What follows belongs to an exercise in optimizing a design on an open flow for a short achievable clock period and few clock cycles; a production flow would make more cautious choices.
Where RTL was checked, it was by simulation tests only, not by an equivalence proof against the original.
For runs 1, 3, 4, 6 and 7, only the layout was checked, not whether the RTL still works.
Power figures rest on the tool's default switching activity, not on a simulated workload.

==> design/flow/design.v <==
module bitty_add16 (
    input  [15:0] a,
    input  [15:0] b,
    input         cin,
    output [15:0] s,
    output        cout
);
    wire [15:0] p = a ^ b;
    wire [15:0] g0 = a & b;
    wire [15:0] g1, p1, g2, p2, g3, p3, g4, p4;
    wire [15:0] gi = {g0[15:1], g0[0] | (p[0] & cin)};
    genvar i;
    generate
        for (i = 0; i < 16; i = i + 1) begin : l1
            if (i >= 1) begin : a1
                assign g1[i] = gi[i] | (p[i] & gi[i-1]);
                assign p1[i] = p[i] & p[i-1];
            end else begin : b1
                assign g1[i] = gi[i];
                assign p1[i] = p[i];
            end
        end
        for (i = 0; i < 16; i = i + 1) begin : l2
            if (i >= 2) begin : a2
                assign g2[i] = g1[i] | (p1[i] & g1[i-2]);
                assign p2[i] = p1[i] & p1[i-2];
            end else begin : b2
                assign g2[i] = g1[i];
                assign p2[i] = p1[i];
            end
        end
        for (i = 0; i < 16; i = i + 1) begin : l3
            if (i >= 4) begin : a3
                assign g3[i] = g2[i] | (p2[i] & g2[i-4]);
                assign p3[i] = p2[i] & p2[i-4];
            end else begin : b3
                assign g3[i] = g2[i];
                assign p3[i] = p2[i];
            end
        end
        for (i = 0; i < 16; i = i + 1) begin : l4
            if (i >= 8) begin : a4
                assign g4[i] = g3[i] | (p3[i] & g3[i-8]);
                assign p4[i] = p3[i] & p3[i-8];
            end else begin : b4
                assign g4[i] = g3[i];
                assign p4[i] = p3[i];
            end
        end
    endgenerate
    assign s    = p ^ {g4[14:0], cin};
    assign cout = g4[15];
endmodule
module bitty_carry16 (
    input  [15:0] g0,           
    input  [15:0] p,            
    input         cin,
    output [15:0] c,
    output        cout
);
    wire [15:0] g1, p1, g2, p2, g3, p3, g4, p4;
    wire [15:0] gi = {g0[15:1], g0[0] | (p[0] & cin)};
    genvar i;
    generate
        for (i = 0; i < 16; i = i + 1) begin : l1
            if (i >= 1) begin : a1
                assign g1[i] = gi[i] | (p[i] & gi[i-1]);
                assign p1[i] = p[i] & p[i-1];
            end else begin : b1
                assign g1[i] = gi[i];
                assign p1[i] = p[i];
            end
        end
        for (i = 0; i < 16; i = i + 1) begin : l2
            if (i >= 2) begin : a2
                assign g2[i] = g1[i] | (p1[i] & g1[i-2]);
                assign p2[i] = p1[i] & p1[i-2];
            end else begin : b2
                assign g2[i] = g1[i];
                assign p2[i] = p1[i];
            end
        end
        for (i = 0; i < 16; i = i + 1) begin : l3
            if (i >= 4) begin : a3
                assign g3[i] = g2[i] | (p2[i] & g2[i-4]);
                assign p3[i] = p2[i] & p2[i-4];
            end else begin : b3
                assign g3[i] = g2[i];
                assign p3[i] = p2[i];
            end
        end
        for (i = 0; i < 16; i = i + 1) begin : l4
            if (i >= 8) begin : a4
                assign g4[i] = g3[i] | (p3[i] & g3[i-8]);
                assign p4[i] = p3[i] & p3[i-8];
            end else begin : b4
                assign g4[i] = g3[i];
                assign p4[i] = p3[i];
            end
        end
    endgenerate
    assign c    = {g4[14:0], cin};
    assign cout = g4[15];
endmodule
module bitty_geq16 (
    input  [15:0] x,
    input  [15:0] y,
    output        cout
);
    wire [15:0] g0 = x & y;
    wire [15:0] p0 = x | y;
    wire [7:0] g1, p1;
    wire [3:0] g2, p2;
    wire [1:0] g3, p3;
    genvar i;
    generate
        for (i = 0; i < 8; i = i + 1) begin : l1
            if (i == 0) begin : c0
                assign g1[i] = g0[1] | (p0[1] & (g0[0] | p0[0]));
                assign p1[i] = 1'b0;
            end else begin : cn
                assign g1[i] = g0[2*i+1] | (p0[2*i+1] & g0[2*i]);
                assign p1[i] = p0[2*i+1] & p0[2*i];
            end
        end
        for (i = 0; i < 4; i = i + 1) begin : l2
            assign g2[i] = g1[2*i+1] | (p1[2*i+1] & g1[2*i]);
            assign p2[i] = p1[2*i+1] & p1[2*i];
        end
        for (i = 0; i < 2; i = i + 1) begin : l3
            assign g3[i] = g2[2*i+1] | (p2[2*i+1] & g2[2*i]);
            assign p3[i] = p2[2*i+1] & p2[2*i];
        end
    endgenerate
    assign cout = g3[1] | (p3[1] & g3[0]);
endmodule
module core (
    input clk,
    input reset,
    output [11:0] imem_addr,
    input [15:0] imem_data,
    output wb_valid,
    output [2:0] wb_reg,
    output [15:0] wb_data
);
    localparam NT = 8;          
    reg [11:0] fa;              
    reg [11:0] fa_out;          
    reg [11:0] fa_cn;           
    reg        first;           
    reg        dv;              
    reg [11:0] dpc;             
    reg        dhit;            
    reg [3:0]  dmask;           
    reg        ev, e_alu, e_br;
    reg [2:0]  e_rx;
    reg [15:0] e_a, e_b;        
    reg [15:0] e_na, e_nb;      
    reg [15:0] e_bx;            
    reg [15:0] e_nbx;           
    reg        e_sub, e_ar;     
    reg [7:0]  e_op;            
    reg [1:0]  e_cond;
    reg [11:0] e_tgt, e_fall, e_pc;
    reg        e_hit;
    reg [3:0]  e_mask;
    reg        vv;              
    reg [3:0]  v_mask;
    reg [11:0] v_fall;
    reg        r_act, r_len;    
    reg [11:0] r_key;
    reg [3:0]  r_mask;
    reg        i_v;             
    reg [7:0]  i_sel;           
    reg        i_upd;           
    reg [11:0] i_key, i_del;
    reg [3:0]  i_mask;
    reg        w_vn;            
    wire       w_v = ~w_vn;
    reg [2:0]  w_rx;
    reg        k_v;
    reg [15:0] k_c;
    reg        k_chz;
    reg [15:0] R [0:7];
    reg [15:0] C;               
    reg        chz;             
    reg [15:0] wbd;             
    reg        wbv;
    reg [2:0]  wbr;
    reg          tv    [0:NT-1];
    reg [11:0]   tkey  [0:NT-1];
    reg [11:0]   tdel  [0:NT-1];    
    reg [3:0]    tmask [0:NT-1];
    reg [2:0]    tptr;        
    assign imem_addr = fa_out;
    assign wb_valid  = wbv;
    assign wb_reg    = wbr;
    assign wb_data   = wbd;
    wire c_hi0 = chz;
    wire [3:0] ccls = {~c_hi0, c_hi0 & C[1] & ~C[0], c_hi0 & ~C[1] & C[0], c_hi0 & ~C[1] & ~C[0]};
    wire mis_v = vv & ~|(v_mask & ccls);
    wire [15:0] a = e_a;
    wire [15:0] b = e_b;
    wire [15:0] cy;
    wire        cy_out;
    wire [15:0] g_ab = ~(e_na | e_nbx);
    wire [15:0] t_ab = ~(e_na & e_nbx);
    bitty_carry16 u_cy (.g0(g_ab), .p(t_ab), .cin(e_sub), .c(cy), .cout(cy_out));
    wire [15:0] p_ab = a ^ e_bx;
    wire        ge, le;
    bitty_geq16 u_ge (.x(a), .y(e_nb), .cout(ge));    
    bitty_geq16 u_le (.x(b), .y(e_na), .cout(le));    
    wire        b_big = |b[15:4];
    wire [15:0] r_shl = b_big ? 16'd0 : (a << b[3:0]);
    wire [15:0] r_shr = b_big ? 16'd0 : (a >> b[3:0]);
    wire [15:0] r_cmp = {14'd0, ~ge, ~le};
    wire [15:0] oth = ({16{e_op[2]}} & (a & b))
                    | ({16{e_op[3]}} & (a | b))
                    | ({16{e_op[4]}} & p_ab)
                    | ({16{e_op[5]}} & r_shl)
                    | ({16{e_op[6]}} & r_shr)
                    | ({16{e_op[7]}} & r_cmp);
    wire        hz_sum = ~(cy[2] ^ p_ab[2]) & ~|(p_ab[15:3] ^ t_ab[14:2]);
    wire        hz_oth = ~|oth[15:2];
    wire        hz     = e_ar ? hz_sum : hz_oth;
    wire [15:0] res0 = ({16{e_ar}} &  p_ab) | oth;    
    wire [15:0] res1 = ({16{e_ar}} & ~p_ab) | oth;    
    wire [15:0] res  = (cy & res1) | (~cy & res0);
    wire e_commit = ev & ~mis_v;
    wire do_alu   = e_commit & e_alu;
    wire ex_alu   = ev & e_alu;       
    wire [3:0] cond_oh = 4'd1 << e_cond;
    wire taken   = e_br & |(cond_oh[2:0] & ccls[2:0]);
    wire e_ok    = |(e_mask & ccls);
    wire mis_e   = e_commit & ~e_alu & (e_hit ? ~e_ok : taken);
    wire mis     = mis_v | mis_e;
    wire [11:0] raddr = mis_v ? v_fall : (taken ? e_tgt : e_fall);
    wire [3:0] k_br  = ~e_br ? 4'b1111 : (taken ? cond_oh : ~cond_oh);
    wire [3:0] k_grp = k_br & ((e_hit & e_ok) ? e_mask : 4'b1111);
    reg  [NT-1:0] m;            
    reg  [NT-1:0] u;            
    reg  [11:0]   t_del;
    reg  [3:0]    t_mask;
    integer k;
    always @(*) begin
        t_del = 12'd0;
        t_mask = 4'd0;
        for (k = 0; k < NT; k = k + 1) begin
            m[k] = tv[k] & (tkey[k] == ~fa_cn);
            u[k] = tv[k] & (tkey[k] == r_key);
            t_del = t_del | ({12{m[k]}} & tdel[k]);
            t_mask = t_mask | ({4{m[k]}} & tmask[k]);
        end
    end
    wire        hit  = |m;
    wire [11:0] fa_next = mis ? raddr : (fa + 12'd1) ^ t_del;
    wire          install = e_commit & e_alu & r_act & r_len;
    wire          upd     = |u;
    wire [NT-1:0] wsel    = upd ? u : (8'd1 << tptr);
    wire [1:0] fmt = imem_data[1:0];
    wire [2:0] rx  = imem_data[15:13];
    wire [2:0] ry  = imem_data[12:10];
    wire [2:0] d_opc = imem_data[4:2];
    wire       ex_wr = ev & e_alu;    
    wire       fwd_a = ex_wr & (e_rx == rx);
    wire       fwd_b = ex_wr & (e_rx == ry) & ~fmt[0];
    wire [15:0] ra   = (w_v & (w_rx == rx)) ? C : R[rx];
    wire [15:0] rb   = fmt[0] ? {8'd0, imem_data[12:5]} : (w_v & (w_rx == ry)) ? C : R[ry];
    wire [15:0] d_a  = fwd_a ? res : ra;
    wire [15:0] d_b  = fwd_b ? res : rb;
    wire       d_sub = (d_opc == 3'd1) | (d_opc == 3'd7);
    wire [15:0] a1   = fwd_a ? res1 : ra;
    wire [15:0] a0   = fwd_a ? res0 : ra;
    wire [15:0] b1   = fwd_b ? res1 : rb;
    wire [15:0] b0   = fwd_b ? res0 : rb;
    wire [15:0] bx1  = b1 ^ {16{d_sub}};
    wire [15:0] bx0  = b0 ^ {16{d_sub}};
    integer i;
    always @(posedge clk or posedge reset) begin
        if (reset) begin
            fa <= 12'd0; dv <= 1'b0; first <= 1'b1;
            ev <= 1'b0;
            vv <= 1'b0;
            r_act <= 1'b0;
            i_v <= 1'b0;
            k_v <= 1'b0;
            w_vn <= 1'b1;
            for (i = 0; i < 8; i = i + 1) R[i] <= 16'h0001;
            C <= 16'h0001;
            chz <= 1'b1;
            wbv <= 1'b0;
            for (i = 0; i < NT; i = i + 1) tv[i] <= 1'b0;
            tptr <= 0;
        end else begin
            first  <= 1'b0;
            fa     <= first ? 12'd0 : fa_next;
            dv     <= ~mis & ~first;
            ev     <= dv & ~mis;
            wbv <= do_alu;
            if (ex_alu) begin
                C   <= res;
                chz <= hz;
            end else if (k_v) begin
                C   <= k_c;
                chz <= k_chz;
            end
            k_v <= mis_v & ex_alu;
            w_vn <= ~do_alu;
            if (w_v) R[w_rx] <= C;
            vv     <= do_alu & e_hit;
            if (e_commit) r_act <= 1'b1;
            i_v <= install;
            if (i_v) begin
                for (i = 0; i < NT; i = i + 1)
                    if (i_sel[i]) tv[i] <= 1'b1;
                if (!i_upd) tptr <= tptr + 1'b1;
            end
        end
    end
    always @(posedge clk) begin
        dpc    <= fa;
        dhit   <= hit;
        dmask  <= t_mask;
        e_alu  <= ~fmt[1];
        e_br   <= (fmt == 2'b10) & (imem_data[3:2] != 2'b11);
        e_rx   <= rx;
        e_a    <= (cy & a1) | (~cy & a0);
        e_b    <= (cy & b1) | (~cy & b0);
        e_nb   <= ~((cy & b1) | (~cy & b0));
        e_na   <= ~((cy & a1) | (~cy & a0));
        e_bx   <= (cy & bx1) | (~cy & bx0);
        e_nbx  <= ~((cy & bx1) | (~cy & bx0));
        e_sub  <= d_sub;
        e_ar   <= ~d_opc[2] & ~d_opc[1];
        e_op   <= 8'd1 << d_opc;
        e_cond <= imem_data[3:2];
        e_tgt  <= imem_data[15:4];
        e_fall <= dpc + 12'd1;
        e_pc   <= dpc;
        e_hit  <= dhit;
        e_mask <= dmask;
        wbr    <= e_rx;
        fa_out <= first ? 12'd0 : fa_next;
        fa_cn  <= ~(first ? 12'd0 : fa_next);
        if (ex_alu) wbd <= res;
        v_mask <= e_mask;
        v_fall <= e_fall;
        k_c    <= C;
        k_chz  <= chz;
        w_rx   <= e_rx;
        i_key  <= r_key;
        i_del  <= e_pc ^ (r_key + 12'd1);
        i_mask <= r_mask;
        i_sel  <= wsel;
        i_upd  <= upd;
        if (i_v) begin
            for (i = 0; i < NT; i = i + 1)
                if (i_sel[i]) begin
                    tkey[i]  <= i_key;
                    tdel[i]  <= i_del;
                    tmask[i] <= i_mask;
                end
        end
        if (e_commit) begin
            if (e_alu) begin
                r_len  <= 1'b0;
                r_key  <= e_pc;
                r_mask <= 4'b1111;
            end else begin
                r_len  <= 1'b1;
                if (!r_act) r_key <= e_pc;
                r_mask <= (r_act ? r_mask : 4'b1111) & k_grp;
            end
        end
    end
endmodule
==> design/flow/run.sh <==
#!/bin/bash
# synth_recipe.tcl (not shown) runs the flow's synth.tcl, then flattens the netlist and writes it again
# the make line also repeats each setting of config.mk as NAME=value (left out here)
make -C /OpenROAD-flow-scripts/flow DESIGN_CONFIG=/design/flow/config.mk WORK_HOME=/design/flow/orfs CLKGATE_MAP_FILE= SYNTH_SCRIPT=/design/flow/synth_recipe.tcl finish
==> design/flow/config.mk <==
export PLATFORM = sky130hd
export DESIGN_NAME = core
export DESIGN_NICKNAME = core
export VERILOG_FILES = /design/flow/design.v
export SDC_FILE = /design/flow/constraint.sdc
export NUM_CORES = 4
export LEC_CHECK = 0
export ABC_AREA = 1
export CAP_MARGIN = 20
export CORE_MARGIN = 2
export CORE_UTILIZATION = 40
export SETUP_SLACK_MARGIN = 3.9
export SLEW_MARGIN = 20
export TNS_END_PERCENT = 100
==> design/flow/constraint.sdc <==
create_clock -name core_clock -period 6.0 [get_ports {clk}]
set_input_delay 1.2000 -clock core_clock [delete_from_list [all_inputs] [get_ports {clk}]]
set_output_delay 1.2000 -clock core_clock [all_outputs]
set_load 0.01 [all_outputs]
==> results of run 1 <==
[Yosys cell counts (all sizes together) (12+ instances only)]
| cell | n |
|---|---|
| nand3b | 18 |
| o211ai | 37 |
| or2 | 25 |
| a22oi | 28 |
| inv | 375 |
| dfxtp | 262 |
| clkbuf | 52 |
| nand4 | 41 |
| nor2 | 300 |
| a22o | 19 |
| nor3 | 29 |
| nand2 | 1005 |
| xnor2 | 45 |
| o22ai | 47 |
| o2111ai | 13 |
| nand3 | 366 |
| edfxtp | 257 |
| o221ai | 14 |
| buf | 92 |
| dfstp | 12 |
| a21oi | 105 |
| xor2 | 82 |
| nor4 | 19 |
| dfrtp | 165 |
| o21ai | 254 |
[metrics by stage]
| stage | util (%) | hold WS (ns) | std cells | total power [mW] | worst slack [ns] |
|---|---|---|---|---|---|
| 4_1_cts | 48.3 | 0.320 | 5003 | 12.9 | 3.49 |
| 5_1_grt | 50.9 | 0.327 | 5099 | 13.7 | 3.49 |
| 2_1_floorplan | - | 0.310 | 3735 | 7.24 | 2.54 |
| 3_3_place_gp | 42.2 | 0.313 | 4726 | 7.96 | 1.98 |
| 3_5_place_dp | 42.2 | 0.315 | 4726 | 7.97 | 2.00 |
| 6_report | 50.9 | 0.321 | 5102 | 13.2 | 3.48 |
[cell type report]
cell class              count  area, sq um  area share, %
flip-flops and latches    696        17500           42.9
well taps                1060         1330           3.25
repair inverters           15          149          0.365
multi-input cells        2517        14500           35.6
repair buffers            288         2940           7.21
diodes                      3         7.51         0.0184
clock inverters            44          477           1.17
clock buffers              96         2100           5.14
inverters                 383         1770           4.34
[flip-flops by register name (all words and copies together) (netlist names), 15 cells and up]
name   cells
e_nb      16
tkey      96
R        128
k_c       16
e_a       16
tdel      96
C         16
tmask     32
e_na      16
e_b       16
e_bx      16
e_nbx     15
wbd       16
[timing repair]
action,in CTS,in global routing
hold buffers,0,0
setup buffers,125,83
setup endpoints to repair,277,293
resized for setup,472,330
hold endpoints to repair,0,0
gates cloned,12,13
pin swaps,87,106
[power breakdown]
| group | internal [mW] | total [mW] | switching [mW] |
|---|---|---|---|
| sequential | 5.46 | 5.98 | 0.521 |
| clock | 2.70 | 4.75 | 2.05 |
| combinational | 0.872 | 2.43 | 1.56 |
| total | 9.03 | 13.2 | 4.13 |
[worst max-delay path by stage]
stage | depth (start not counted) | endpoint | slack [ns] | start
floorplan | 1 | C[10] | 2.54 | reset
global placement | 8 | e_na[7] | 1.98 | imem_data[15]
detailed placement | 8 | e_a[9] | 2.00 | imem_data[15]
CTS | 1 | wb_data[0] | 3.49 | wbd[0]
global route | 1 | wb_data[0] | 3.49 | wbd[0]
finish | 1 | wb_data[0] | 3.48 | wbd[0]
[cells by family (layout without fill, tap and decap cells)]
family                     count (synthesis)  in the layout  share of synthesized area (%)
and+or+nand+nor                         1813           1818                           24.7
adders and majority gates                  9              9                          0.350
AOI/OAI and AO/OA                        562            562                           10.5
other                                      1              4                         0.0116
buffers and inverters                    527            826                           6.89
xor gates and xnor gates                 127            127                           3.45
DFF                                      696            696                           54.0
[metal layers]
layer	up-vias	GRT usage [%]	part of all wire, %
met5	-	0	0
met4	0	8.52	3.5
li1	12900	-	-
met2	1388	40.3	44
met3	269	3.93	9.0
met1	13500	39.1	44
==> metrics.cfg, run 1 <==
[critical_path]
r2r_start = chz
r2r_setup_slack_ns = 3.67
rr_worst_depth = 16
path_cells = buf_2
start_kind = register
critPathArrivalTime_ns = 1.32
worst-path-buf-inv = 1
worstPathMaxFanout = 1
critPathMaxStageDelay_ns = 0.50
end_kind = primary output
r2r_end = fa[10]
critPathSlowestCell = edfxtp_1
cp.required_ns = 4.80
path_class = register to primary output
path_delay_family = flip-flops

[yosys]
async_flop_share_pct = 25.4
syn_area_per_cell_sq_um = 8.62
synth-edff-count = 257
ys.flop_type = dfxtp_1
yosysUniqueCellTypes = 66
synthCells = 3735
ys_warn_count = 6
yosys.area.top_type = edfxtp_1
synthTopCellsByArea = edfxtp_1, dfxtp_1, dfrtp_1
syn_area_sq_mm = 0.0322
yosysSeqAreaShare_pct = 54.0
ys_seq_elements = 696
yosysTopAreaCellShare_pct = 24.0
synth_nets = 3762

[sta]
hold_viol_final = 0
final.setup.tns_ns = 0
rsz0062_at_grt = yes
skew_ns = 0.0354
setup_violations = 0
post-route-period-util_pct = 41.9
worstMarginPinSlew_ns = 0.728
slew_headroom_pct = 51.5
period_needed_ns = 2.52
max_clock_freq_ghz = 0.397
slew_viol_final = 0

[finish]
design_area_sq_mm = 0.0408
synthToLayoutAreaGrowth_pct = 26.7
layout.nets = 4003
layout_common_cells = nand2_1, nand3_1, inv_1
layout_commonest_cell = nand2_1
drive_gt1_share_pct = 24.0
nFillCells = 7325

[place]
gp_congestion = 0.967
portBuffers = 49
hpwl_um = 75500
place_area_sq_mm = 0.0339

[clock_network]
tritoncts = built
clk_latency_ns = 0.65
root_buffer = clkbuf_16
cts_max_level = 3
clock_sinks = 696
clock_path_buffers = 3
path_clk_slew_ns = 0.06
cts_buffers = 75

[grt]
track_usage_pct = 26.6
grt.overflow.total = 0
grt_max_degree = 103
grt_first_pass_wirelength_um = 165000
antenna_found_initial = 0
grt_pass1_vias = 26100

[floorplan]
die_x_um = 288
die_height_um = 288
placementRows = 104
start_util_pct = 40.2
ios = 50
die-area_sq_mm = 0.0828
core_area_sq_mm = 0.0802

[worst_hold_path]
holdPathStages = 0
hold_class = register to register
hp-start = dmask[1]
min_to = e_mask[1]

[drt]
first_pass_iters = 8
ant_nets = 0
first_iter_violations = 3274
wire_per_inst_um = 22.6
wl_um = 115000
viasPerCell = 5.51
drc = 0
vias = 28100

[power_and_ir_drop]
p_per_area_mw_per_mm2 = 322
p_leak_nw = 17.6
vdd_ir_drop_max_v = 0.000218

[run_status]
outcome = timing/DRC/antenna clean

[flow_run]
max_cap_viol_count = 0

==> run 2: changes to the inputs <==
--- a/design/flow/design.v
+++ b/design/flow/design.v
@@ -52,12 +52,14 @@
     assign cout = g4[15];
 endmodule
 module bitty_carry16 (
-    input  [15:0] g0,           
-    input  [15:0] p,            
+    input  [15:0] a,
+    input  [15:0] b,
     input         cin,
     output [15:0] c,
     output        cout
 );
+    wire [15:0] p = a ^ b;
+    wire [15:0] g0 = a & b;
     wire [15:0] g1, p1, g2, p2, g3, p3, g4, p4;
     wire [15:0] gi = {g0[15:1], g0[0] | (p[0] & cin)};
     genvar i;
@@ -157,7 +159,6 @@
     reg [15:0] e_a, e_b;        
     reg [15:0] e_na, e_nb;      
     reg [15:0] e_bx;            
-    reg [15:0] e_nbx;           
     reg        e_sub, e_ar;     
     reg [7:0]  e_op;            
     reg [1:0]  e_cond;
@@ -203,9 +204,7 @@
     wire [15:0] b = e_b;
     wire [15:0] cy;
     wire        cy_out;
-    wire [15:0] g_ab = ~(e_na | e_nbx);
-    wire [15:0] t_ab = ~(e_na & e_nbx);
-    bitty_carry16 u_cy (.g0(g_ab), .p(t_ab), .cin(e_sub), .c(cy), .cout(cy_out));
+    bitty_carry16 u_cy (.a(a), .b(e_bx), .cin(e_sub), .c(cy), .cout(cy_out));
     wire [15:0] p_ab = a ^ e_bx;
     wire        ge, le;
     bitty_geq16 u_ge (.x(a), .y(e_nb), .cout(ge));    
@@ -216,10 +215,11 @@
     wire [15:0] r_cmp = {14'd0, ~ge, ~le};
     wire [15:0] oth = ({16{e_op[2]}} & (a & b))
                     | ({16{e_op[3]}} & (a | b))
-                    | ({16{e_op[4]}} & p_ab)
+                    | ({16{e_op[4]}} & (a ^ b))
                     | ({16{e_op[5]}} & r_shl)
                     | ({16{e_op[6]}} & r_shr)
                     | ({16{e_op[7]}} & r_cmp);
+    wire [15:0] t_ab   = a | e_bx;
     wire        hz_sum = ~(cy[2] ^ p_ab[2]) & ~|(p_ab[15:3] ^ t_ab[14:2]);
     wire        hz_oth = ~|oth[15:2];
     wire        hz     = e_ar ? hz_sum : hz_oth;
@@ -329,7 +329,6 @@
         e_nb   <= ~((cy & b1) | (~cy & b0));
         e_na   <= ~((cy & a1) | (~cy & a0));
         e_bx   <= (cy & bx1) | (~cy & bx0);
-        e_nbx  <= ~((cy & bx1) | (~cy & bx0));
         e_sub  <= d_sub;
         e_ar   <= ~d_opc[2] & ~d_opc[1];
         e_op   <= 8'd1 << d_opc;
--- a/design/flow/config.mk
+++ b/design/flow/config.mk
@@ -9,6 +9,6 @@
 export CAP_MARGIN = 20
 export CORE_MARGIN = 2
 export CORE_UTILIZATION = 40
-export SETUP_SLACK_MARGIN = 3.9
+export SETUP_SLACK_MARGIN = 4.2
 export SLEW_MARGIN = 20
 export TNS_END_PERCENT = 100
==> run 2 against run 1 <==
Routed wire length rose by 5.0%. Via count is 4.2% higher. Synthesized area is 1.8% lower. Sequential share of layout area decreased by 4.7 points. Maximum frequency is 5.0% higher. Sequential cell count decreased by 15. Setup slack improved by 0.12 ns. Register-to-register slack better by 0.05 ns.
==> metrics.cfg, run 2 <==
[yosys]
synthTopCellsByArea = edfxtp_1, dfxtp_1, dfrtp_1
ys_warn_count = 6
async_flop_share_pct = 26.0
yosysSeqAreaShare_pct = 54.1
synth_nets = 3646
synth_xor_area_share_pct = 3.43
yosys.area.top_type = edfxtp_1
yosysMostFrequentCell = nand2_1
yosysTopAreaCellShare_pct = 24.4
synthCells = 3558
ys_seq_elements = 681
synth_fa_ha_area_share_pct = 2.77
synth-simple-area-share_pct = 21.9
synth_top_family_by_area = simple AND/OR/NAND/NOR gates
ys.flop_type = edfxtp_1
yosysUniqueCellTypes = 63
syn_area_per_cell_sq_um = 8.89
synthMuxAreaShare_pct = 0
synth-edff-count = 257
synth_compound_area_share_pct = 11.3
synth_common_cells = nand2_1, nand3_1, inv_1
syn_area_sq_mm = 0.0316

[clock_network]
clk_latency_ns = 0.65
path_clk_slew_ns = 0.06
cts_max_level = 3
clock_sinks = 681
root_buffer = clkbuf_16
tritoncts = built
clock_path_buffers = 3
hold_buffers = 0
cts_buffers = 74

[finish]
reg_top3 = R x128, tdel x96, tkey x96
layout_commonest_cell = nand2_1
num_antenna_cells = 0
top_register = R
largest_register_ffs = 128
nFillCells = 6432
layout.nets = 4131
instances_no_fill = 5151
synthToLayoutAreaGrowth_pct = 43.0
layout_common_cells = nand2_1, buf_4, edfxtp_1
multi_input_area_sq_mm = 0.0167
fin_util_pct = 57.6
regArea_sq_mm = 0.0173
drive_gt1_share_pct = 38.2

[worst_hold_path]
hp-start = dmask[3]
holdPathStages = 0
hold_class = register to register

[drt]
first_iter_violations = 3712
wl_um = 121000
drc = 0
viasPerCell = 5.69
wire_per_inst_um = 23.5
vias = 29300
ant_nets = 0
first_pass_iters = 6

[power_and_ir_drop]
p_leak_nw = 19.0
p_per_area_mw_per_mm2 = 310
vdd_ir_drop_max_v = 0.000210

[sta]
hold_viol_final = 0
period_needed_ns = 2.40
slew_headroom_pct = 35.6
slew_viol_final = 0
rsz0062_at_grt = yes
post-route-period-util_pct = 39.9
setup_violations = 0
skew_ns = 0.0360
whs_ns = 0.327
max_clock_freq_ghz = 0.417
final.setup.tns_ns = 0
worstMarginPinSlew_ns = 0.965

[critical_path]
start_kind = register
r2r_setup_slack_ns = 3.72
critPathMaxStageDelay_ns = 0.41
worstPathMaxFanout = 1
path_class = register to primary output
rr_worst_depth = 17
critPathSlowestCell = dfrtp_1
worst-path-buf-inv = 1
worstSetupStartpoint = wbv
path_delay_family = flip-flops
cp.required_ns = 4.80
critPathArrivalTime_ns = 1.20
cp_num_cells = 1
end_kind = primary output
path_cells = buf_6
r2r_start = e_b[0]

[floorplan]
placementRows = 103
die-area_sq_mm = 0.0814
core_area_sq_mm = 0.0786
ios = 50
die_height_um = 285
die_x_um = 285
start_util_pct = 40.3

[place]
hpwl_um = 71600
gp_congestion = 0.997
portBuffers = 49
dpl.cell_count = 4551

[run_status]
outcome = timing/DRC/antenna clean

[flow_run]
max_cap_viol_count = 0

[grt]
grt_first_pass_wirelength_um = 172000
grt_pass1_vias = 27300
grt_max_degree = 65
grt.overflow.total = 0
antenna_found_initial = 0
track_usage_pct = 27.8

==> run 2: cell type report <==
cell class,instances,area share [%]
sequential,681,38.2
multi-input combinational,2391,36.8
timing repair buffer,535,12.5
clock buffer,105,4.86
inverter,351,3.74
tap,1050,2.90
clock inverter,29,0.799
timing repair inverter,9,0.180
==> run 2: what timing repair did <==
item                                   in CTS  in global routing
setup buffers                             329                108
endpoints found under the hold margin       0                  0
gates cloned                               22                  7
setup endpoints to repair                 482                298
gates resized for setup                  1043                470
pin swaps                                 249                270
==> run 2: power by group <==
group          total (mW)  internal (mW)  switching, mW
Combinational        3.41           1.40           2.01
Sequential           5.88           5.36          0.517
Clock                4.74           2.77           1.97
Total                14.0           9.53           4.50
==> run 2: stage by stage <==
stage	power [mW]	setup slack, ns	area (sq um)
3_3_place_gp	7.93	1.95	33600
2_1_floorplan	7.20	2.54	32500
6_report	14.0	3.60	45300
5_1_grt	14.5	3.59	45300
4_1_cts	13.6	3.58	42300
3_5_place_dp	7.96	1.86	33600
==> run 2: logic make-up (layout without fill, tap and decap cells) <==
kind of cell             count (synthesis)  count (layout)
adder cells (fa/ha/maj)                 70              70
buffers and inverters                  488            1029
flip-flops                             681             681
XOR/XNOR                               124             124
AO/OA/AOI/OAI                          581             581
other                                    1               1
AND/OR/NAND/NOR                       1613            1615
==> run 2: layer usage <==
layer  vias up  track usage (%)  share of wire, %
met1     14100             39.0                41
met2      1750             42.7                44
li1      13000                -                 -
met4         0             10.8               4.4
met3       404             5.10               9.9
met5         -                0                 0
==> run 2: path summary, 6_finish.rpt <==
check	end
max	wb_valid
min	e_mask[3]
max reg2reg	e_bx[15]
min reg2reg	e_mask[3]
max in group asynchronous	chz
min in group asynchronous	tv[7]
Testbench counts of run 2, summed over its fixed seeds: cycles 66,324.
==> run 3: changes to the inputs <==
--- a/design/flow/design.v
+++ b/design/flow/design.v
@@ -341,7 +341,7 @@
         wbr    <= e_rx;
         fa_out <= first ? 12'd0 : fa_next;
         fa_cn  <= ~(first ? 12'd0 : fa_next);
-        if (ex_alu) wbd <= res;
+        wbd    <= res;      
         v_mask <= e_mask;
         v_fall <= e_fall;
         k_c    <= C;
==> run 3 against run 2 <==
Still clean. Global-route usage down 0.23 points. Die area down 1.3%. Worst hold slack worse by 0.0022 ns. Synthesized area down 1.3%. Routed wire length down 2.9%. Register-to-register slack worse by 0.05 ns. Cell count down 1.8%. Critical path depth up 14. Count of clock-buffer cells in the layout down 4. Sequential share of layout area up 0.98 points. Clock power down 2%. Setup slack better by 0.021 ns.
==> metrics.cfg, run 3 <==
[run_status]
outcome = timing/DRC/antenna clean

[floorplan]
ios = 50
die_x_um = 283
start_util_pct = 40.4
die-area_sq_mm = 0.0803
core_area_sq_mm = 0.0773
placementRows = 102
die_height_um = 283

[flow_run]
max_cap_viol_count = 0

[yosys]
synthCells = 3540
syn_area_sq_mm = 0.0312
yosysUniqueCellTypes = 60
synth_common_cells = nand2_1, inv_1, nand3_1
synth-edff-count = 241
ys_seq_elements = 681
yosys.area.top_type = edfxtp_1
synth_nets = 3628
yosysSeqAreaShare_pct = 54.2
yosysMostFrequentCell = nand2_1
syn_area_per_cell_sq_um = 8.82
synthTopCellsByArea = edfxtp_1, dfxtp_1, dfrtp_1
yosysTopAreaCellShare_pct = 23.2
async_flop_share_pct = 26.0
ys.flop_type = dfxtp_1
ys_warn_count = 6

[sta]
whs_ns = 0.325
worstMarginPinSlew_ns = 0.806
period_needed_ns = 2.38
slew_viol_final = 0
skew_ns = 0.0577
post-route-period-util_pct = 39.6
slew_headroom_pct = 46.3
rsz0062_at_grt = yes
final.setup.tns_ns = 0
hold_viol_final = 0
setup_violations = 0
max_clock_freq_ghz = 0.421

[finish]
design_area_sq_mm = 0.0437
top_register = R
fin_util_pct = 56.5
layout_commonest_cell = nand2_1
largest_register_ffs = 128
reg_top3 = R x128, tdel x96, tkey x96
layout_common_cells = nand2_1, edfxtp_1, inv_1
synthToLayoutAreaGrowth_pct = 39.9
drive_gt1_share_pct = 34.4
layout.nets = 4043

[drt]
first_pass_iters = 6
vias = 28500
route.met2.wl_um = 51700
viasPerCell = 5.63
met1_length_um = 49400
ant_nets = 0
wl_um = 117000
first_iter_violations = 3325
drc = 0
wire_per_inst_um = 23.2
wl_met3_um = 11600
highest_layer = met5

[critical_path]
start_kind = input pin
critPathArrivalTime_ns = 2.93
r2r_start = C[0]
worstPathMaxFanout = 6
rr_worst_depth = 16
path_class = input pin to register
end_kind = register
r2r_setup_slack_ns = 3.67
cp.required_ns = 6.55
r2r_end = fa_cn[7]

[clock_network]
cts_max_level = 3
clock_sinks = 681
cts_buffers = 74
hold_buffers = 0
clock_path_buffers = 3
root_buffer = clkbuf_16
tritoncts = built
clk_latency_ns = 0.65
path_clk_slew_ns = 0.06

[place]
portBuffers = 49
hpwl_um = 72700
place_area_sq_mm = 0.0332
gp_congestion = 0.972

[grt]
grt_pass1_vias = 26800
grt_max_degree = 111
track_usage_pct = 27.6
antenna_found_initial = 6
grt_first_pass_wirelength_um = 168000
grt.overflow.total = 0

[power_and_ir_drop]
p_leak_nw = 18.6
vdd_ir_drop_max_v = 0.000249
p_per_area_mw_per_mm2 = 312

[worst_hold_path]
holdPathStages = 0
min_to = e_mask[2]
hp-start = dmask[2]
hold_class = register to register

==> run 3: cell count changes in the layout (fill, tap and decap cells not counted), moves of 12 or more <==
| cell | before | now |
|---|---|---|
| a22o_1 | 6 | 21 |
| nand3_4 | 44 | 31 |
| nor2_4 | 54 | 34 |
| nand3_1 | 217 | 236 |
| edfxtp_1 | 257 | 241 |
| o21ai_0 | 165 | 177 |
| dfxtp_2 | 18 | 32 |
| nor2_1 | 155 | 192 |
| xor2_1 | 69 | 83 |
| nand3_2 | 79 | 36 |
| nand2_1 | 663 | 692 |
| nand2_2 | 168 | 132 |
| buf_4 | 263 | 196 |
==> run 3: worst max path at each step <==
stage | from | endpoint | slack, ns | cells past startpoint
4_1_cts | wbv | wb_valid | 3.64 | 1
3_5_place_dp | imem_data[10] | e_bx[1] | 1.82 | 13
2_1_floorplan | reset | C[10] | 2.54 | 1
6_report | imem_data[11] | e_bx[7] | 3.62 | 15
5_1_grt | C[0] | fa[9] | 3.61 | 15
3_3_place_gp | imem_data[10] | e_bx[1] | 1.86 | 13
==> run 3: what timing repair did <==
action	CTS	global route
pin swaps	252	229
resized for setup	971	413
endpoints found under the setup margin	500	375
cloned	21	4
setup buffers	267	101
endpoints found under the hold margin	0	0
==> run 3: cells by family after synthesis <==
family / count (synthesis) / share of synthesized area (%)
buffers and inverters: 491 / 6.39
xor gates and xnor gates: 127 / 3.56
AOI/OAI and AO/OA: 603 / 11.7
adders and majority gates: 70 / 2.80
and+or+nand+nor: 1567 / 21.2
other: 1 / 0.0120
DFF: 681 / 54.2
==> run 3: per-stage QoR <==
| step | setup slack, ns | cells | power, mW |
|---|---|---|---|
| after floorplan | 2.54 | 3540 | 7.13 |
| after global routing | 3.61 | 5056 | 14.2 |
| final | 3.62 | 5059 | 13.7 |
| after CTS | 3.64 | 4951 | 13.2 |
| after global placement | 1.86 | 4525 | 7.88 |
| after detailed placement | 1.82 | 4526 | 7.90 |
==> run 3: area by class of cell <==
type | count | area (sq um)
timing repair buffer | 458 | 5030
clock inverter | 36 | 394
sequential | 681 | 17100
fill | 6570 | 33600
inverter | 358 | 1680
clock buffer | 101 | 2080
timing repair inverter | 10 | 115
multi-input combinational | 2372 | 16000
antenna | 3 | 7.51
tap | 1040 | 1300
==> run 3: power by group <==
part           internal, mW  switching [mW]
clock network          2.67            1.99
registers              5.35           0.513
logic                  1.29            1.84
==> run 3: layer usage <==
| layer | track usage, % | up-vias |
|---|---|---|
| met5 | 0 | - |
| met4 | 9.23 | 2 |
| met3 | 4.77 | 360 |
| met2 | 42.2 | 1563 |
| met1 | 39.6 | 13800 |
| li1 | - | 12800 |
==> run 3: critical path: stages <==
cell and delay [ns]:
buf_12 0.09, buf_12 0.15, inv_8 0.05, nand3_4 0.13
clkinv_4 0.14, nand2_2 0.08, o21ai_1 0.07, nor2_1 0.15
o2111ai_2 0.14, o21ai_1 0.10, nand2_1 0.07, a21boi_2 0.26
buf_4 0.15, nand3_1 0.05, nand2_1 0.06
==> run 4: changes to the inputs <==
--- a/design/flow/config.mk
+++ b/design/flow/config.mk
@@ -9,6 +9,6 @@
 export CAP_MARGIN = 20
 export CORE_MARGIN = 2
 export CORE_UTILIZATION = 40
-export SETUP_SLACK_MARGIN = 4.2
+export SETUP_SLACK_MARGIN = 3.9
 export SLEW_MARGIN = 20
 export TNS_END_PERCENT = 100
==> run 4 against run 3 <==
Still clean on timing, DRC and antenna. Sequential power about the same. Routed wire length decreased by 4.3%. Die area unchanged. Clock power decreased by 3%. Register-to-register slack about the same. First-iteration DRC count decreased by 0.42%. Total power decreased by 3.1%.
==> metrics.cfg, run 4 <==
[run_status]
outcome = timing/DRC/antenna clean

[grt]
antenna_found_initial = 3
grt_first_pass_wirelength_um = 163000
grt_pass1_vias = 25900
grt.overflow.total = 0
grt_max_degree = 115
track_usage_pct = 26.7

[power_and_ir_drop]
p_switching_mw = 4.13
clockPowerShare_pct = 34.0
p_per_area_mw_per_mm2 = 317
p_seq_share_pct = 44.1
combPwrFrac_pct = 21.9
vdd_ir_drop_max_v = 0.000263
p_leak_nw = 17.7
swShare_pct = 31.2
cellInternalPower_mw = 9.09
total_power_mw = 13.2

[yosys]
ys.flop_type = dfxtp_1
yosysTopAreaCellShare_pct = 23.2
synth_common_cells = nand2_1, inv_1, nand3_1
yosysSeqAreaShare_pct = 54.2
synthTopCellsByArea = edfxtp_1, dfxtp_1, dfrtp_1
yosysMostFrequentCell = nand2_1
yosysUniqueCellTypes = 60
synth-edff-count = 241
synthCells = 3540
synth_nets = 3628
syn_area_per_cell_sq_um = 8.82
ys_seq_elements = 681
yosys.area.top_type = edfxtp_1
ys_warn_count = 6
async_flop_share_pct = 26.0
syn_area_sq_mm = 0.0312

[sta]
final.setup.tns_ns = 0
period_needed_ns = 2.34
skew_ns = 0.0281
post-route-period-util_pct = 38.9
worstMarginPinSlew_ns = 0.799
max_clock_freq_ghz = 0.428
rsz0062_at_grt = yes
hold_viol_final = 0
setup_violations = 0
slew_viol_final = 0
whs_ns = 0.319
slew_headroom_pct = 46.8

[critical_path]
worstPathMaxFanout = 6
path_class = register to register
rr_worst_depth = 18
r2r_setup_slack_ns = 3.66
end_kind = register
critPathArrivalTime_ns = 2.86
start_kind = register
cp.required_ns = 6.52
r2r_start = fa_cn[7]
r2r_end = fa_out[10]

[floorplan]
ios = 50
core_area_sq_mm = 0.0773
die_height_um = 283
start_util_pct = 40.4
die-area_sq_mm = 0.0803
placementRows = 102
die_x_um = 283

[drt]
wl_um = 112000
vias = 27700
ant_nets = 0
viasPerCell = 5.58
drc = 0
first_pass_iters = 6
wire_per_inst_um = 22.6
first_iter_violations = 3311

[worst_hold_path]
hold_class = register to register
hp-start = dmask[0]
min_to = e_mask[0]
holdPathStages = 0

[clock_network]
clock_path_buffers = 3
tritoncts = built
path_clk_slew_ns = 0.06
clock_sinks = 681
clk_latency_ns = 0.64
cts_buffers = 72
root_buffer = clkbuf_16
hold_buffers = 0
cts_max_level = 3

[place]
gp_congestion = 0.983
hpwl_um = 71900
portBuffers = 49

[finish]
reg_top3 = R x128, tdel x96, tkey x96
top_register = R
layout.nets = 3951
fin_util_pct = 54.0
num_antenna_cells = 0
largest_register_ffs = 128
nFillCells = 6814
drive_gt1_share_pct = 30.4
synthToLayoutAreaGrowth_pct = 33.7
layout_commonest_cell = nand2_1
layout_common_cells = nand2_1, inv_1, edfxtp_1

[flow_run]
max_cap_viol_count = 0

-- run 4: area by class of cell --
| cell class | count | area [sq um] | area share, % |
|---|---|---|---|
| Tap cell | 1040 | 1300 | 3.12 |
| Clock inverter | 22 | 241 | 0.578 |
| Sequential cell | 681 | 17100 | 41.0 |
| Timing Repair inverter | 5 | 68.8 | 0.165 |
| Clock buffer | 109 | 2150 | 5.14 |
| Inverter | 358 | 1640 | 3.93 |
| Timing Repair Buffer | 376 | 3930 | 9.42 |
| Multi-Input combinational cell | 2369 | 15300 | 36.7 |
-- run 4: timing repair --
action | CTS | global route
resized for setup | 755 | 415
pin swaps | 135 | 209
setup endpoints to repair | 224 | 267
cloned | 13 | 5
buffers inserted | 185 | 98
-- run 4: cell families (layout without fill, tap and decap cells) --
logic type	after synthesis	after routing	synth area share, %
and+or+nand+nor	1567	1568	21.2
DFF	681	681	54.2
AOI/OAI and AO/OA	603	603	11.7
buffers and inverters	491	870	6.39
xor gates and xnor gates	127	127	3.56
adders and majority gates	70	70	2.80
other	1	1	0.0120
-- run 4: worst max-delay path by stage --
| stage | start | endpoint | slack, ns | cells after the start |
|---|---|---|---|---|
| after global routing | fa_cn[7] | dmask[0] | 3.58 | 16 |
| after detailed placement | imem_data[11] | e_bx[1] | 1.80 | 13 |
| after floorplan | reset | C[10] | 2.54 | 1 |
| after global placement | imem_data[11] | e_bx[1] | 1.89 | 13 |
| final | fa_cn[7] | fa_out[10] | 3.66 | 18 |
| after CTS | wbv | wb_valid | 3.64 | 1 |
-- run 4: critical path, cell delays in order (launching register included) --
cell	delay, ns
dfxtp_2	0.32
buf_6	0.11
buf_12	0.10
clkinvlp_4	0.09
buf_6	0.15
buf_6	0.11
a22oi_2	0.10
nand4_1	0.13
nor2_2	0.16
nand2_4	0.11
buf_12	0.16
clkinv_8	0.08
nand2_1	0.07
nand2_2	0.08
nor2_4	0.04
nand3b_1	0.14
nand3_4	0.09
nand2_4	0.11
inv_2	0.05
-- run 4: through the flow --
step                setup slack (ns)  area (sq um)  cells
global route                    3.58         41800   4960
CTS                             3.64         39400   4857
finish                          3.66         41800   4960
global placement                1.89         33000   4527
floorplan                       2.54         31700   3540
detailed placement              1.80         33000   4528
-- run 4: power groups by stage --
| stage | registers, mW | clock network [mW] | logic, mW |
|---|---|---|---|
| after floorplan | 5.69 | 0 | 1.37 |
| final | 5.83 | 4.50 | 2.90 |
| after CTS | 5.80 | 4.56 | 2.47 |
| after detailed placement | 5.89 | 0 | 1.94 |
| after global routing | 5.88 | 4.75 | 3.14 |
| after global placement | 5.89 | 0 | 1.93 |
-- run 4: per-layer routing --
metal | vias to the layer above | share of wire [%] | routed length [um] | global-route usage, %
met2 | 1427 | 44 | 49500 | 40.3
met5 | - | 0.012 | 13 | 0
li1 | 12600 | - | - | -
met1 | 13400 | 43 | 48800 | 38.8
met4 | 2 | 3.6 | 4000 | 8.78
met3 | 288 | 8.9 | 10000 | 4.50
==> run 5: changes to the inputs <==
--- a/design/flow/design.v
+++ b/design/flow/design.v
@@ -341,7 +341,7 @@
         wbr    <= e_rx;
         fa_out <= first ? 12'd0 : fa_next;
         fa_cn  <= ~(first ? 12'd0 : fa_next);
-        wbd    <= res;      
+        if (ex_alu) wbd <= res;
         v_mask <= e_mask;
         v_fall <= e_fall;
         k_c    <= C;
==> run 5 against run 4 <==
Sequential cell count unchanged. Die area up 1.3%. Non-clock buffer count rose by 75. Combinational power is about 10% higher. Sequential share of layout area shrank 1.3 points. Largest power group unchanged. Critical endpoint is now wb_data[2]. Count of clock-buffer cells in the layout fell by 7. Still clean on timing, DRC and antenna. Clock skew is 0.014 ns lower.
==> metrics.cfg, run 5 <==
[run_status]
outcome = timing/DRC/antenna clean

[sta]
skew_ns = 0.0143
post-route-period-util_pct = 40.1
max_clock_freq_ghz = 0.416
setup_slack_ns = 3.59
final.setup.tns_ns = 0
setup_violations = 0
slew_viol_final = 0
period_needed_ns = 2.41
hold_viol_final = 0
worstMarginPinSlew_ns = 0.890
rsz0062_at_grt = yes
slew_headroom_pct = 40.7

[grt]
use_met3_pct = 4.11
busiest_layer = met2
grt_first_pass_wirelength_um = 163000
met2_usage_pct = 40.1
grt.overflow.total = 0
grt_pass1_vias = 25900
gr-usage-met1_pct = 38.7
grt_max_degree = 82
track_usage_pct = 26.5
antenna_found_initial = 1

[critical_path]
rr_worst_depth = 14
worst-path-buf-inv = 1
end_kind = primary output
worstPathMaxFanout = 1
start_kind = register
r2r_setup_slack_ns = 3.72
path_delay_family = flip-flops
critPathArrivalTime_ns = 1.21
critPathSlowestCell = edfxtp_1
path_class = register to primary output
r2r_start = C[0]
r2r_end = fa[1]
path_cells = buf_2
cp.required_ns = 4.80
critPathMaxStageDelay_ns = 0.42

[power_and_ir_drop]
clockPowerShare_pct = 34.3
p_switching_mw = 4.35
vdd_ir_drop_max_v = 0.000185
combPwrFrac_pct = 23.2
swShare_pct = 31.6
p_per_area_mw_per_mm2 = 316
cellInternalPower_mw = 9.40
p_seq_share_pct = 42.6
p_leak_nw = 18.3

[finish]
instances_no_fill = 5063
layout_commonest_cell = nand2_1
num_antenna_cells = 0
synthToLayoutAreaGrowth_pct = 37.5
layout_common_cells = nand2_1, edfxtp_1, buf_4
layout.nets = 4041
reg_top3 = R x128, tdel x96, tkey x96
nFillCells = 6763
largest_register_ffs = 128
top_register = R
drive_gt1_share_pct = 33.6

[yosys]
yosysMostFrequentCell = nand2_1
ys_warn_count = 6
synth_nets = 3646
ys.flop_type = edfxtp_1
yosysTopAreaCellShare_pct = 24.4
yosys.area.top_type = edfxtp_1
syn_area_sq_mm = 0.0316
syn_area_per_cell_sq_um = 8.89
synthCells = 3558
yosysUniqueCellTypes = 63
synth_common_cells = nand2_1, nand3_1, inv_1
yosysSeqAreaShare_pct = 54.1
synth-edff-count = 257
synthTopCellsByArea = edfxtp_1, dfxtp_1, dfrtp_1
ys_seq_elements = 681
async_flop_share_pct = 26.0

[drt]
wl_um = 116000
viasPerCell = 5.59
first_pass_iters = 6
drc = 0
vias = 28300
ant_nets = 0
first_iter_violations = 3247
wire_per_inst_um = 23.0

[worst_hold_path]
hold_class = register to register
holdPathStages = 0
hp-start = dhit
min_to = e_hit

[place]
place_ws_ns = 1.83
portBuffers = 49
dpl.cell_count = 4549
hpwl_um = 70600
gp_congestion = 1.00

[floorplan]
ios = 50
die-area_sq_mm = 0.0814
core_area_sq_mm = 0.0786
start_util_pct = 40.3
placementRows = 103
die_height_um = 285
die_x_um = 285

[clock_network]
path_clk_slew_ns = 0.06
clock_path_buffers = 3
tritoncts = built
clk_latency_ns = 0.62
hold_buffers = 0
cts_buffers = 73
cts_max_level = 3
root_buffer = clkbuf_16
clock_sinks = 681

[flow_run]
max_cap_viol_count = 0

-- run 5: cell count changes in the layout (fill, tap and decap cells not counted), sizes merged, moves of 11 or more --
cell and change:
nand3 +37, a22o -15, nand2 +23, inv -12
buf +73, xnor2 +11, edfxtp +16, xor2 -14
dfxtp -16, o21ai -13, clkinvlp +11
-- run 5: cells by family (layout without fill, tap and decap cells) --
family          Yosys count  count (layout)  share of synthesized area [%]
flops                   681             681                           54.1
compound gates          581             581                           11.3
fa+ha+maj                70              70                           2.77
buf+inv                 488             942                           6.54
other cells               1               1                         0.0119
xor+xnor                124             124                           3.43
simple gates           1613            1614                           21.9
-- run 5: cell type report --
class / instances / area, sq um / area share (%)
flip-flops and latches: 681 / 17300 / 39.7
multi-input cells: 2390 / 16000 / 36.8
repair buffers: 451 / 4710 / 10.8
clock buffers: 102 / 2120 / 4.88
inverters: 351 / 1660 / 3.81
well taps: 1050 / 1310 / 3.02
clock inverters: 33 / 382 / 0.877
repair inverters: 5 / 41.3 / 0.0949
-- run 5: metal layers --
layer	vias to the layer above	wire (um)
met3	286	10900
met5	-	13
met1	13700	49800
met2	1520	51400
met4	2	4190
li1	12800	-
-- run 5: power by group through the flow --
stage               Combinational (mW)  Sequential (mW)  Clock (mW)
floorplan                         1.43             5.71           0
global placement                  1.93             5.92           0
detailed placement                1.95             5.92           0
CTS                               2.45             5.82        4.75
global route                      3.42             5.90        4.95
finish                            3.19             5.85        4.71
-- run 5: metrics by stage --
step | utilization (%) | total power, mW | area, sq um | hold slack, ns
2_1_floorplan | - | 7.14 | 32200 | 0.310
3_3_place_gp | 42.3 | 7.85 | 33300 | 0.312
3_5_place_dp | 42.4 | 7.87 | 33300 | 0.314
4_1_cts | 49.9 | 13.0 | 39300 | 0.329
5_1_grt | 55.4 | 14.3 | 43500 | 0.342
6_report | 55.4 | 13.7 | 43500 | 0.329
-- run 5: what timing repair did --
item / 4_1_cts / 5_1_grt
setup endpoints to repair: 397 / 290
gates cloned: 9 / 12
setup buffers: 192 / 166
pin swaps: 119 / 309
gates resized for setup: 653 / 646
-- run 5: how the worst max path moves through the flow --
stage / slack, ns / cells after the start / startpoint / to
5_1_grt: 3.58 / 1 / wbd[2] / wb_data[2]
3_3_place_gp: 1.95 / 11 / imem_data[11] / e_bx[7]
4_1_cts: 3.58 / 1 / wbd[2] / wb_data[2]
3_5_place_dp: 1.83 / 10 / imem_data[12] / e_bx[7]
2_1_floorplan: 2.54 / 1 / reset / C[10]
6_report: 3.59 / 1 / wbd[2] / wb_data[2]
Testbench counts of run 5, summed over its fixed seeds: cycles 66,324.
==> run 6: changes to the inputs <==
--- a/design/flow/design.v
+++ b/design/flow/design.v
@@ -148,7 +148,6 @@
     localparam NT = 8;          
     reg [11:0] fa;              
     reg [11:0] fa_out;          
-    reg [11:0] fa_cn;           
     reg        first;           
     reg        dv;              
     reg [11:0] dpc;             
@@ -176,8 +175,7 @@
     reg        i_upd;           
     reg [11:0] i_key, i_del;
     reg [3:0]  i_mask;
-    reg        w_vn;            
-    wire       w_v = ~w_vn;
+    reg        w_v;
     reg [2:0]  w_rx;
     reg        k_v;
     reg [15:0] k_c;
@@ -246,7 +244,7 @@
         t_del = 12'd0;
         t_mask = 4'd0;
         for (k = 0; k < NT; k = k + 1) begin
-            m[k] = tv[k] & (tkey[k] == ~fa_cn);
+            m[k] = tv[k] & (tkey[k] == fa);
             u[k] = tv[k] & (tkey[k] == r_key);
             t_del = t_del | ({12{m[k]}} & tdel[k]);
             t_mask = t_mask | ({4{m[k]}} & tmask[k]);
@@ -284,7 +282,7 @@
             r_act <= 1'b0;
             i_v <= 1'b0;
             k_v <= 1'b0;
-            w_vn <= 1'b1;
+            w_v <= 1'b0;
             for (i = 0; i < 8; i = i + 1) R[i] <= 16'h0001;
             C <= 16'h0001;
             chz <= 1'b1;
@@ -305,7 +303,7 @@
                 chz <= k_chz;
             end
             k_v <= mis_v & ex_alu;
-            w_vn <= ~do_alu;
+            w_v <= do_alu;
             if (w_v) R[w_rx] <= C;
             vv     <= do_alu & e_hit;
             if (e_commit) r_act <= 1'b1;
@@ -340,7 +338,6 @@
         e_mask <= dmask;
         wbr    <= e_rx;
         fa_out <= first ? 12'd0 : fa_next;
-        fa_cn  <= ~(first ? 12'd0 : fa_next);
         if (ex_alu) wbd <= res;
         v_mask <= e_mask;
         v_fall <= e_fall;
--- a/design/flow/config.mk
+++ b/design/flow/config.mk
@@ -9,6 +9,6 @@
 export CAP_MARGIN = 20
 export CORE_MARGIN = 2
 export CORE_UTILIZATION = 40
-export SETUP_SLACK_MARGIN = 3.9
+export SETUP_SLACK_MARGIN = 3.5
 export SLEW_MARGIN = 20
 export TNS_END_PERCENT = 100
==> run 6 against run 5 <==
Combinational power is 33% lower. Still clean on timing, DRC and antenna. Largest cell class unchanged. Maximum frequency is 3.3% lower. Setup slack worse by 0.082 ns. Critical path type unchanged.
==> metrics.cfg, run 6 <==
[critical_path]
end_kind = primary output
critPathMaxStageDelay_ns = 0.50
worstPathMaxFanout = 4
path_delay_family = flip-flops
critPathSlowestCell = dfrtp_2
critPathArrivalTime_ns = 1.29
worst-path-buf-inv = 1
path_class = register to primary output
path_cells = buf_6
cp.required_ns = 4.80
start_kind = register

[drt]
first_pass_iters = 8
wire_per_inst_um = 21.9
first_iter_violations = 3439
drc = 0
wl_um = 104000
vias = 26200
viasPerCell = 5.49
ant_nets = 0

[place]
hpwl_um = 70400
portBuffers = 49
gp_congestion = 0.950

[sta]
hold_viol_final = 0
worstMarginPinSlew_ns = 1.10
rsz0062_at_grt = yes
slew_headroom_pct = 26.4
post-route-period-util_pct = 41.5
final.setup.tns_ns = 0
skew_ns = 0.0273
max_clock_freq_ghz = 0.402
slew_viol_final = 0
setup_violations = 0
period_needed_ns = 2.49

[floorplan]
start_util_pct = 40.4
die_x_um = 284
die_height_um = 284
ios = 50
placementRows = 102
die-area_sq_mm = 0.0807
core_area_sq_mm = 0.0776

[grt]
grt.overflow.total = 0
grt_first_pass_wirelength_um = 155000
antenna_found_initial = 2
track_usage_pct = 25.3
grt_max_degree = 105
grt_pass1_vias = 24300

[yosys]
async_flop_share_pct = 26.3
ys.flop_type = edfxtp_1
syn_area_per_cell_sq_um = 8.90
synth_common_cells = nand2_1, inv_1, nand3_1
ys_warn_count = 6
ys_seq_elements = 668
synthCells = 3526
yosysTopAreaCellShare_pct = 24.6
yosysUniqueCellTypes = 68
yosys.area.top_type = edfxtp_1
synthTopCellsByArea = edfxtp_1, dfxtp_1, dfrtp_1
syn_area_sq_mm = 0.0314
synth_nets = 3614
synth-edff-count = 257
yosysMostFrequentCell = nand2_1
yosysSeqAreaShare_pct = 53.7

[finish]
nFillCells = 7374
top_register = R
layout_commonest_cell = nand2_1
fin_util_pct = 47.8
layout_common_cells = nand2_1, inv_1, nand3_1
largest_register_ffs = 128
synthToLayoutAreaGrowth_pct = 18.3
reg_top3 = R x128, tdel x96, tkey x96
layout.nets = 3764
regArea_sq_mm = 0.0169
drive_gt1_share_pct = 14.4
multi_input_area_sq_mm = 0.0129

[run_status]
outcome = timing/DRC/antenna clean

[power_and_ir_drop]
vdd_ir_drop_max_v = 0.000190
p_per_area_mw_per_mm2 = 333
p_leak_nw = 15.6

[clock_network]
cts_max_level = 3
root_buffer = clkbuf_16
tritoncts = built
hold_buffers = 0
cts_buffers = 71
clock_sinks = 668
path_clk_slew_ns = 0.06
clock_path_buffers = 3
clk_latency_ns = 0.63

[flow_run]
max_cap_viol_count = 0

[worst_hold_path]
hold_class = register to register

run 6: changes by cell type in the layout (fill, tap and decap cells not counted), moves of 61 or more:
cell,change
buf_4,-123
buf_6,-83
nand2_1,+86
nand2_2,-104
nand2_4,-61
nor2_1,+77
run 6: logic make-up after synthesis:
kind of cell | share of synthesized area, %
simple gates | 21.3
xor+xnor | 3.60
buf+inv | 6.89
fa+ha+maj | 2.79
compound gates | 11.7
other cells | 0.0120
flops | 53.7
run 6: metrics by stage:
step           setup slack (ns)  hold slack (ns)  area, sq um  cells  total power [mW]
3_3_place_gp               1.96            0.312        32700   4505              7.71
6_report                   3.51            0.318        37100   4774              12.3
2_1_floorplan              2.56            0.310        31500   3526              6.99
5_1_grt                    3.41            0.326        37100   4773              12.9
3_5_place_dp               1.92            0.317        32700   4505              7.73
4_1_cts                    3.48            0.324        36100   4717              12.2
run 6: layout make-up:
| type | instances | share of cell area, % |
|---|---|---|
| Sequential cell | 668 | 45.6 |
| Multi-Input combinational cell | 2355 | 34.9 |
| Clock buffer | 103 | 5.58 |
| Timing Repair Buffer | 214 | 5.57 |
| Inverter | 364 | 4.01 |
| Tap cell | 1040 | 3.51 |
| Clock inverter | 27 | 0.836 |
| Timing Repair inverter | 2 | 0.0337 |
| Antenna cell | 1 | 0.00674 |
run 6: what timing repair did:
item	4_1_cts	5_1_grt
gates resized for setup	181	130
endpoints found under the setup margin	188	157
buffers inserted	80	53
gates cloned	2	3
pin swaps	15	15
run 6: routing by layer:
metal	track usage, %	up-vias	share of wire [%]
met5	0	-	0.029
met4	7.25	4	2.7
met3	4.33	179	9.2
met2	37.3	1283	43
met1	37.9	12500	46
li1	-	12200	-
run 6: path summary, 6_finish.rpt:
kind / startpoint / endpoint / slack (ns) / cells past startpoint
max: wbv / wb_valid / 3.51 / 1
min: dmask[0] / e_mask[0] / 0.32 / 0
max reg2reg: fa[9] / fa[7] / 3.53 / 13
min reg2reg: dmask[0] / e_mask[0] / 0.32 / 0
max in group asynchronous: reset / fa[4] / 3.75 / 3
min in group asynchronous: reset / R[5][2] / 1.15 / 2
run 6: where the power goes:
part / total [mW] / switching (mW) / internal [mW]
clock: 4.47 / 1.90 / 2.57
combinational: 2.14 / 1.40 / 0.734
sequential: 5.74 / 0.473 / 5.27
==> run 7: changes to the inputs <==
--- a/design/flow/design.v
+++ b/design/flow/design.v
@@ -179,10 +179,8 @@
     reg [2:0]  w_rx;
     reg        k_v;
     reg [15:0] k_c;
-    reg        k_chz;
     reg [15:0] R [0:7];
     reg [15:0] C;               
-    reg        chz;             
     reg [15:0] wbd;             
     reg        wbv;
     reg [2:0]  wbr;
@@ -195,7 +193,7 @@
     assign wb_valid  = wbv;
     assign wb_reg    = wbr;
     assign wb_data   = wbd;
-    wire c_hi0 = chz;
+    wire c_hi0 = ~|C[15:2];
     wire [3:0] ccls = {~c_hi0, c_hi0 & C[1] & ~C[0], c_hi0 & ~C[1] & C[0], c_hi0 & ~C[1] & ~C[0]};
     wire mis_v = vv & ~|(v_mask & ccls);
     wire [15:0] a = e_a;
@@ -204,23 +202,22 @@
     wire        cy_out;
     bitty_carry16 u_cy (.a(a), .b(e_bx), .cin(e_sub), .c(cy), .cout(cy_out));
     wire [15:0] p_ab = a ^ e_bx;
+    wire [15:0] b_n  = ~e_nb;
+    wire [15:0] a_n  = ~e_na;
     wire        ge, le;
-    bitty_geq16 u_ge (.x(a), .y(e_nb), .cout(ge));    
-    bitty_geq16 u_le (.x(b), .y(e_na), .cout(le));    
-    wire        b_big = |b[15:4];
-    wire [15:0] r_shl = b_big ? 16'd0 : (a << b[3:0]);
-    wire [15:0] r_shr = b_big ? 16'd0 : (a >> b[3:0]);
+    bitty_geq16 u_ge (.x(a),   .y(e_nb), .cout(ge));    
+    bitty_geq16 u_le (.x(b_n), .y(e_na), .cout(le));    
+    wire        big_l = |b[15:4];
+    wire        big_r = |b_n[15:4];
+    wire [15:0] r_shl = big_l ? 16'd0 : (a << b[3:0]);
+    wire [15:0] r_shr = big_r ? 16'd0 : (a_n >> b_n[3:0]);
     wire [15:0] r_cmp = {14'd0, ~ge, ~le};
-    wire [15:0] oth = ({16{e_op[2]}} & (a & b))
-                    | ({16{e_op[3]}} & (a | b))
-                    | ({16{e_op[4]}} & (a ^ b))
+    wire [15:0] oth = ({16{e_op[2]}} & (a & e_bx))
+                    | ({16{e_op[3]}} & (a | e_bx))
+                    | ({16{e_op[4]}} & p_ab)
                     | ({16{e_op[5]}} & r_shl)
                     | ({16{e_op[6]}} & r_shr)
                     | ({16{e_op[7]}} & r_cmp);
-    wire [15:0] t_ab   = a | e_bx;
-    wire        hz_sum = ~(cy[2] ^ p_ab[2]) & ~|(p_ab[15:3] ^ t_ab[14:2]);
-    wire        hz_oth = ~|oth[15:2];
-    wire        hz     = e_ar ? hz_sum : hz_oth;
     wire [15:0] res0 = ({16{e_ar}} &  p_ab) | oth;    
     wire [15:0] res1 = ({16{e_ar}} & ~p_ab) | oth;    
     wire [15:0] res  = (cy & res1) | (~cy & res0);
@@ -285,7 +282,6 @@
             w_v <= 1'b0;
             for (i = 0; i < 8; i = i + 1) R[i] <= 16'h0001;
             C <= 16'h0001;
-            chz <= 1'b1;
             wbv <= 1'b0;
             for (i = 0; i < NT; i = i + 1) tv[i] <= 1'b0;
             tptr <= 0;
@@ -295,13 +291,10 @@
             dv     <= ~mis & ~first;
             ev     <= dv & ~mis;
             wbv <= do_alu;
-            if (ex_alu) begin
-                C   <= res;
-                chz <= hz;
-            end else if (k_v) begin
-                C   <= k_c;
-                chz <= k_chz;
-            end
+            if (ex_alu)
+                C <= res;
+            else if (k_v)
+                C <= k_c;
             k_v <= mis_v & ex_alu;
             w_v <= do_alu;
             if (w_v) R[w_rx] <= C;
@@ -342,7 +335,6 @@
         v_mask <= e_mask;
         v_fall <= e_fall;
         k_c    <= C;
-        k_chz  <= chz;
         w_rx   <= e_rx;
         i_key  <= r_key;
         i_del  <= e_pc ^ (r_key + 12'd1);
--- a/design/flow/config.mk
+++ b/design/flow/config.mk
@@ -5,7 +5,6 @@
 export SDC_FILE = /design/flow/constraint.sdc
 export NUM_CORES = 4
 export LEC_CHECK = 0
-export ABC_AREA = 1
 export CAP_MARGIN = 20
 export CORE_MARGIN = 2
 export CORE_UTILIZATION = 40
==> run 7 against run 6 <==
Maximum frequency down 8.7%. Synthesized area shrank 2.5%. Global-route usage down 0.24 points. Cell count down 18%. Via count decreased by 12%. Highest routed layer unchanged. Largest power group unchanged. Critical path depth is 11 higher.
==> metrics.cfg, run 7 <==
[critical_path]
critPathMaxStageDelay_ns = 0.37
worstSetupStartpoint = e_a[0]
r2r_start = e_a[0]
critPathSlowestCell = dfxtp_4
critPathArrivalTime_ns = 3.22
cp.required_ns = 6.50
path_class = register to register
end_kind = register
path_cells = inv_4 -> ha_4 -> a211oi_4 -> o21bai_4 -> buf_6 -> buf_6 -> o311a_4 -> a21oi_4 -> a221o_2 -> a2bb2oi_1 -> mux2i_2 -> xnor2_1
worstPathMaxFanout = 3
start_kind = register
cp_num_cells = 12
r2r_setup_slack_ns = 3.27

[yosys]
synth_common_cells = edfxtp_1, dfxtp_1, xnor2_1
yosys.area.top_type = edfxtp_1
yosysSeqAreaShare_pct = 54.9
syn_area_per_cell_sq_um = 11.8
synthCells = 2581
yosysMostFrequentCell = edfxtp_1
yosysTopAreaCellShare_pct = 25.2
synthTopCellsByArea = edfxtp_1, dfxtp_1, dfrtp_1
synth-edff-count = 257
ys_seq_elements = 666
async_flop_share_pct = 26.3
synth_nets = 2640
syn_area_sq_mm = 0.0306

[drt]
wire_per_inst_um = 26.6
viasPerCell = 5.92
ant_nets = 0
route.met2.wl_um = 46600
drc = 0
wl_met3_um = 7870
met1_length_um = 45300
first_iter_violations = 2410

[clock_network]
clock_sinks = 666
root_buffer = clkbuf_16
path_clk_slew_ns = 0.07
clk_latency_ns = 0.63
hold_buffers = 0
tritoncts = built

[floorplan]
start_util_pct = 40.3
core_area_sq_mm = 0.0758
placementRows = 101
die_height_um = 281
die_x_um = 281

[power_and_ir_drop]
vdd_ir_drop_max_v = 0.000202
clockPowerShare_pct = 33.1
combPwrFrac_pct = 25.2
p_seq_share_pct = 41.7
p_switching_mw = 4.47
cellInternalPower_mw = 10.1
p_per_area_mw_per_mm2 = 365
p_leak_nw = 15.4

[finish]
synthToLayoutAreaGrowth_pct = 30.2
drive_gt1_share_pct = 35.2
fin_util_pct = 52.5
layout_common_cells = edfxtp_1, buf_4, dfxtp_1
layout_commonest_cell = edfxtp_1
top_register = R

[place]
hpwl_um = 63600
gp_congestion = 0.925

[sta]
post-route-period-util_pct = 45.4
setup_violations = 0
skew_ns = 0.0325
hold_viol_final = 0

[run_status]
outcome = timing/DRC/antenna clean

[grt]
grt_first_pass_wirelength_um = 146000
antenna_found_initial = 2
grt.overflow.total = 0
track_usage_pct = 25.0

[worst_hold_path]
hold_class = register to register

## run 7: changes by cell type after synthesis, moves of 46 or more
| cell | change |
|---|---|
| o22ai_1 | -52 |
| nand2_1 | -651 |
| a22oi_1 | +51 |
| mux2_2 | +119 |
| xnor2_1 | +162 |
| o21ai_0 | -119 |
| clkbuf_1 | +46 |
| nor2_1 | -170 |
| inv_1 | -220 |
| nand3_1 | -241 |
| mux2i_1 | +103 |
## run 7: kinds of logic after synthesis
family                   synth area share, %
flip-flops                              54.9
AND/OR/NAND/NOR                         9.36
AO/OA/AOI/OAI                           11.3
XOR/XNOR                                7.96
buffers and inverters                   3.65
multiplexers                            10.9
adder cells (fa/ha/maj)                 1.85
other                                 0.0123
## run 7: timing repair
action	CTS	global route
cloned	7	7
gates resized for setup	390	264
buffers inserted	143	104
setup endpoints to repair	206	149
pin swaps	60	122
## run 7: worst min path at each step
stage / start / endpoint / slack [ns]
after floorplan: dhit / e_hit / 0.31
after global placement: dmask[1] / e_mask[1] / 0.32
after detailed placement: dmask[1] / e_mask[1] / 0.32
after CTS: dmask[2] / e_mask[2] / 0.33
after global routing: dmask[3] / e_mask[3] / 0.34
final: dmask[2] / e_mask[2] / 0.33
## run 7: metal layers
metal	global-route usage [%]	vias to the layer above
met5	0	-
met4	8.75	4
met3	3.94	238
met2	39.0	1056
met1	35.4	11700
li1	-	9987
## run 7: area by class of cell
| type | count | area, sq um |
|---|---|---|
| clock inverter | 35 | 465 |
| multi-input combinational | 1643 | 14800 |
| fill | 6308 | 36000 |
| timing repair buffer | 361 | 3780 |
| sequential | 666 | 17000 |
| clock buffer | 98 | 2130 |
| inverter | 112 | 454 |
| timing repair inverter | 1 | 7.51 |
| tap | 978 | 1220 |
## run 7: power by group through the flow
stage	Sequential (mW)	Clock [mW]	Combinational (mW)
2_1_floorplan	5.81	0	1.97
3_3_place_gp	6.16	0	2.50
3_5_place_dp	6.19	0	2.54
4_1_cts	6.04	4.86	3.23
5_1_grt	6.12	5.05	3.88
6_report	6.05	4.81	3.65
## run 7: per-stage QoR
step	setup slack [ns]	cell area (sq um)
6_report	3.27	39800
4_1_cts	3.29	37500
2_1_floorplan	2.57	31000
3_3_place_gp	1.89	32300
3_5_place_dp	1.92	32300
5_1_grt	3.22	39800

Setup slack of run 7, layout unchanged: 3.274 ns with ideal ports, 3.274 ns with driving cells assumed (clock clkbuf_16, inputs buf_2), 2.763 ns with port delays also shifted by the 0.683 ns mid clock arrival.
